This design comes from an exercise in tuning for small area, a short achievable clock period and few clock cycles on the open sky130 flow, not from production work. In this exercise RTL edits were held to simulation tests only and were not proved equivalent to the original.

==> inputs of v11 <==
## sqrt
module sqrt
  #( parameter I_WIDTH = 16,
               F_WIDTH = 16)
  (input [I_WIDTH+F_WIDTH-1:0] N_in,
   output [I_WIDTH+F_WIDTH-1:0] out,
   input clk, rst, in_valid,
   output reg out_valid, ready
  );
make LEC_CHECK=0 CAP_MARGIN=50 CORE_MARGIN=2 CORE_UTILIZATION=50 CTS_CLUSTER_DIAMETER=60 CTS_CLUSTER_SIZE=20 PLACE_DENSITY=0.72 SLEW_MARGIN=60 finish   # period 30.0 ns
run.sh (not shown) runs the stock make flow with config.mk's settings and CLKGATE_MAP_FILE= SYNTH_SCRIPT=/design/flow/synth_recipe.tcl, a recipe that flattens the netlist after the stock synthesis.
==> v17: changes against v11 <==
==> flow/flow/run.sh (new file) <==
#!/bin/bash
# The standard layout, with one change to synthesis: Yosys's synth runs without its quick
# abc pass (SYNTH_ARGS = -noabc). The full adders that extract_fa then finds in the multiplier's
# carry-save tree keep the polarity the RTL gives them, which saves the inverters that otherwise
# sit between them. Everything else (the final abc, registers, floorplan, power grid, placement,
# clock tree, routing) is the standard flow's.
set -euo pipefail
work="$(cd "$(dirname "$0")/.." && pwd)"
cd "$work"
echo 'export SYNTH_ARGS = -noabc' >> config.mk
bash standard.sh > "$work/standard.log" 2>&1
==> flow/standard.sh (new file) <==
#!/bin/bash
# synth_recipe.tcl (not shown) runs the flow's synth.tcl, then flattens the netlist and writes it again
# the make line also repeats each setting of config.mk as NAME=value (left out here)
make -C /OpenROAD-flow-scripts/flow DESIGN_CONFIG=/design/flow/config.mk WORK_HOME=/design/flow/orfs CLKGATE_MAP_FILE= SYNTH_SCRIPT=/design/flow/synth_recipe.tcl "${@:-finish}"
Settings changed: CORE_UTILIZATION 50 to 40, PLACE_DENSITY 0.72 to 0.6, SYNTH_ARGS set to -noabc.
removed: flow/run.sh
==> v25: changes against v11 <==
--- a/flow/design.v
+++ b/flow/design.v
@@ -33,20 +33,19 @@
     else if (N > 32'h0000_0004) j = 4'd1;
     else                        j = 4'd0;
   end
   wire [45:0] n_sh  = {N, 14'd0} >> {j, 1'b0};
   wire [17:0] R0    = 18'h3_0000 - n_sh[17:0];
   wire [23:0] x1_sh = {R0, 6'd0} >> j;
   wire [24:0] x0    = 25'h080_0000 >> j;
-  wire [17:0] R      = ma[17:0];
-  wire        cont   = (R <= R_old);
-  wire        same   = (ma == {7'd0, X});
   assign out = ma;
   wire [47:0] prod;
-  mul32x25 mul (.a(ma), .one(mb_one), .two(mb_two), .neg(mb_neg), .m(st_m), .p(prod));
+  wire        same, cont;
+  mul32x25 mul (.a(ma), .one(mb_one), .two(mb_two), .neg(mb_neg), .m(st_m), .k({7'd0, X}),
+                .r(R_old), .p(prod), .eq(same), .le(cont));
   function [37:0] booth;
     input [24:0] v;
     input        n;
     reg [26:0] w;
     integer k;
     begin
       w = {1'b0, v, 1'b0};
@@ -56,68 +55,70 @@
         if (k < 12)
           booth[26 + k] = n ? (~w[2*k+2] & (w[2*k+1] | w[2*k])) : (w[2*k+2] & ~(w[2*k+1] & w[2*k]));
       end
     end
   endfunction
   wire fin = ~(st_i | st_m | st_t | st_s);    
   wire acc = fin & in_valid;
-  wire a_prod  = (st_t & cont) | (st_s & ~same & nsmall) | st_f;
-  wire a_nprod = st_m;
+  wire a_prod  = (st_s & nsmall) | st_f;
   wire nzero   = (N == 32'd0);
-  wire a_n     = (st_t & ~cont) | (st_s & (same | ~nsmall)) | (st_i & nzero);
-  wire b_prod  = (st_t & cont) | (st_s & ~same & ~nsmall);
-  wire b_h     = st_m;
-  wire b_x     = (st_t & ~cont) | (st_s & same);
-  wire b_n     = st_s & ~same & nsmall;
+  wire a_n     = (st_s & ~nsmall) | (st_i & nzero);
+  wire b_prod  = st_t | (st_s & ~nsmall);
+  wire b_n     = st_s & nsmall;
   wire [31:0] ma_early = ({32{a_n}} & N) | ({32{st_i & ~nzero}} & {8'd0, x1_sh});
-  wire [31:0] ma_next  = ({32{a_prod}} & prod[47:16]) | ({32{a_nprod}} & {14'd0, prod[33:16]}) | ma_early;
-  wire [24:0] mb_early = ({25{b_h}} & {1'b0, X[24:1]}) | ({25{b_x}} & X) | ({25{b_n}} & N[24:0])
-                       | ({25{st_i}} & {1'b0, x1_sh});
-  wire        b_neg    = st_s & ~same;      
+  wire [31:0] ma_t     = same ? N : prod[47:16];
+  wire [31:0] ma_m     = cont ? {14'd0, prod[33:16]} : N;
+  wire [31:0] ma_next  = ({32{st_t}} & ma_t) | ({32{st_m}} & ma_m) | ({32{a_prod}} & prod[47:16])
+                       | ma_early;
+  wire [24:0] mb_early = ({25{b_n}} & N[24:0]) | ({25{st_i}} & {1'b0, x1_sh});
+  wire        b_neg    = st_s;              
   wire [37:0] bd_early = booth(mb_early, b_neg);
   wire [37:0] bd_prod  = booth(prod[40:16], b_neg);
-  wire [37:0] bd_next  = ({38{b_prod}} & bd_prod) | bd_early;
+  wire [37:0] bd_h     = booth({1'b0, X[24:1]}, 1'b0);
+  wire [37:0] bd_x     = booth(X, 1'b0);
+  wire [37:0] bd_next  = ({38{b_prod}} & bd_prod) | bd_early
+                       | ({38{st_m & cont}} & bd_h) | ({38{st_m & ~cont}} & bd_x);
   always @ (posedge clk) begin
     ma     <= ma_next;
     mb_one <= bd_next[12:0];
     mb_two <= bd_next[25:13];
     mb_neg <= bd_next[37:26];
-    if (st_t && cont) R_old <= R;
+    if (st_m && cont) R_old <= prod[33:16];
     if (st_s) X <= ma[24:0];
     if (st_i) begin
       X     <= x0;
       R_old <= R0;
     end
     if (fin) begin
       N      <= N_in;
       nsmall <= (N_in[31:23] == 9'd0);
     end
   end
   reg ni, nm, nt, ns, nf;
   always @ (*) begin
     ni = 1'b0; nm = 1'b0; nt = 1'b0; ns = 1'b0; nf = 1'b0;
     if (st_i) begin if (nzero) nf = 1'b1; else ns = 1'b1; end
-    if (st_m) nt = 1'b1;
-    if (st_t) begin if (cont) ns = 1'b1; else nf = 1'b1; end
-    if (st_s) begin if (same) nf = 1'b1; else nm = 1'b1; end
+    if (st_m) begin if (cont) nt = 1'b1; else nf = 1'b1; end
+    if (st_t) begin if (same) nf = 1'b1; else ns = 1'b1; end
+    if (st_s) nm = 1'b1;
     if (acc) ni = 1'b1;
   end
   always @ (posedge clk) begin
     if (rst) begin
       st_i <= 1'b0; st_m <= 1'b0; st_t <= 1'b0; st_s <= 1'b0; st_f <= 1'b0;
       ready     <= 1'b1;
       out_valid <= 1'b0;
     end else begin
       st_i <= ni; st_m <= nm; st_t <= nt; st_s <= ns; st_f <= nf;
       ready <= ~(ni | nm | nt | ns);
       out_valid <= st_f;
     end
   end
 endmodule
-module mul32x25(input [31:0] a, input [12:0] one, input [12:0] two, input [11:0] neg, input m, output [47:0] p);
+module mul32x25(input [31:0] a, input [12:0] one, input [12:0] two, input [11:0] neg, input m, input [31:0] k, input [17:0] r, output [47:0] p, output eq, output le);
   wire one0 = one[0];
   wire two0 = two[0];
   wire neg0 = neg[0];
   wire [32:0] xa0 = {1'b0, a} ^ {33{neg0}};
   wire p1 = (one0 & xa0[0]) | (two0 & neg0);
   wire p2 = (one0 & xa0[1]) | (two0 & xa0[0]);
   wire p3 = (one0 & xa0[2]) | (two0 & xa0[1]);
@@ -1598,8 +1599,52 @@
   wire cp126 = cp94 & cp112;
   wire cg127 = cg95 | (cp95 & cg112);
   wire cp127 = cp95 & cp112;
   wire cg128 = cg96 | (cp96 & cg112);
   wire cp128 = cp96 & cp112;
   wire [47:0] cy = {cg128, cg127, cg126, cg125, cg124, cg123, cg122, cg121, cg120, cg119, cg118, cg117, cg116, cg115, cg114, cg113, cg112, cg111, cg110, cg109, cg108, cg107, cg106, cg105, cg104, cg103, cg102, cg101, cg100, cg99, cg98, cg97, cg80, cg79, cg78, cg77, cg76, cg75, cg74, cg73, cg52, cg51, cg50, cg49, cg26, cg25, cg1, kg0[0]};
   assign p = kp0 ^ {cy[46:0], 1'b0};
+  wire [31:0] ez = kp0[47:16] ^ k;
+  wire [30:0] et = kg0[46:16] | (kp0[46:16] & ~k[30:0]);
+  assign eq = (ez[0] == cy[15]) & (ez[31:1] == et);
+  wire [17:0] lx = r ^ ~ra[33:16] ^ ~rb[33:16];
+  wire [17:0] ly = (r & ~ra[33:16]) | (r & ~rb[33:16]) | (~ra[33:16] & ~rb[33:16]);
+  wire [17:0] lb = {ly[16:0], 1'b1};
+  wire [17:0] lg = lx & lb;
+  wire [17:0] lp = lx ^ lb;
+  wire tg1 = lg[17] | (lp[17] & lg[16]);
+  wire tp1 = lp[17] & lp[16];
+  wire tg2 = tg1 | (tp1 & lg[15]);
+  wire tp2 = tp1 & lp[15];
+  wire tg3 = lg[14] | (lp[14] & lg[13]);
+  wire tp3 = lp[14] & lp[13];
+  wire tg4 = tg2 | (tp2 & tg3);
+  wire tp4 = tp2 & tp3;
+  wire tg5 = lg[12] | (lp[12] & lg[11]);
+  wire tp5 = lp[12] & lp[11];
+  wire tg6 = lg[10] | (lp[10] & lg[9]);
+  wire tp6 = lp[10] & lp[9];
+  wire tg7 = tg5 | (tp5 & tg6);
+  wire tp7 = tp5 & tp6;
+  wire tg8 = tg4 | (tp4 & tg7);
+  wire tp8 = tp4 & tp7;
+  wire tg9 = lg[8] | (lp[8] & lg[7]);
+  wire tp9 = lp[8] & lp[7];
+  wire tg10 = tg9 | (tp9 & lg[6]);
+  wire tp10 = tp9 & lp[6];
+  wire tg11 = lg[5] | (lp[5] & lg[4]);
+  wire tp11 = lp[5] & lp[4];
+  wire tg12 = tg10 | (tp10 & tg11);
+  wire tp12 = tp10 & tp11;
+  wire tg13 = lg[3] | (lp[3] & lg[2]);
+  wire tp13 = lp[3] & lp[2];
+  wire tg14 = lg[1] | (lp[1] & lg[0]);
+  wire tp14 = lp[1] & lp[0];
+  wire tg15 = tg13 | (tp13 & tg14);
+  wire tp15 = tp13 & tp14;
+  wire tg16 = tg12 | (tp12 & tg15);
+  wire tp16 = tp12 & tp15;
+  wire tg17 = tg8 | (tp8 & tg16);
+  wire tp17 = tp8 & tp16;
+  wire c18 = tg17 | (tp17 & ~cy[15]);
+  assign le = (ly[17] & c18) | (cy[33] & (ly[17] ^ c18));
 endmodule
Settings changed: CORE_UTILIZATION 50 to 40, PLACE_DENSITY 0.72 to 0.6.
==> qor summary <==
quantity                                                              v17                     v25                     v11
Outcome                                                    finished clean          finished clean          finished clean
Area of the die                                              73,800 sq um            85,200 sq um            62,500 sq um
Non-filler instance count after layout                              3,934                   4,757                   4,073
Count of non-CTS inverters in the layout                              138                     489                     447
Worst reg-to-reg setup slack                                     21.51 ns                20.91 ns                21.81 ns
Layout overhead on the synthesized area                             8.68%                   7.78%                   6.53%
Arrival time of the worst setup path                              8.83 ns                 9.46 ns                 2.30 ns
# rows                                                                 98                     105                      90
Worst-skew pair later-pin latency                                 0.46 ns                 0.48 ns                 0.45 ns
DP Area                                                      30,400 sq um            35,000 sq um            31,400 sq um
Worst Path Class, Setup                                           reg2reg                 reg2reg                 reg2out
Most common cell after layout, fill and taps aside  sky130_fd_sc_hd__fa_1  sky130_fd_sc_hd__inv_1  sky130_fd_sc_hd__inv_1
Total Routing Usage GR                                              0.308                   0.304                   0.359
Testbench counts of v11, summed over its fixed seeds: cycles 35,140.
Testbench counts of v17, summed over its fixed seeds: cycles 35,140.
Testbench counts of v25, summed over its fixed seeds: cycles 33,216.

[separate check: timing with driven ports]
The flow's constraints put no driver on any port. The routed layouts listed below were extracted and timed again, unchanged, in two steps.
Step 1 (the two cells are an assumption about what drives the block):
set clk [get_ports {clk}]
set_driving_cell -lib_cell sky130_fd_sc_hd__clkbuf_16 $clk
set_driving_cell -lib_cell sky130_fd_sc_hd__buf_2 [delete_from_list [all_inputs] $clk]
Step 2 also shifts input and output timing later by t, the mid clock arrival at the registers, as if the neighbouring blocks saw the same clock.
Slacks: ideal ports / drivers / drivers and shift; pairs: ideal ports / drivers.
| run | t (ns) | setup WS [ns] | worst setup path after step 2 | cell pins on the clock port's net |
|---|---|---|---|---|
| v11 | 0.495 | 21.697 / 21.646 / 21.814 | register to register | 1 |
| v17 | 0.502 | 21.514 / 21.514 / 21.514 | register to register | 1 |
| v25 | 0.535 | 20.906 / 20.906 / 20.906 | register to register | 1 |
After both steps setup and hold are still met in every run listed.
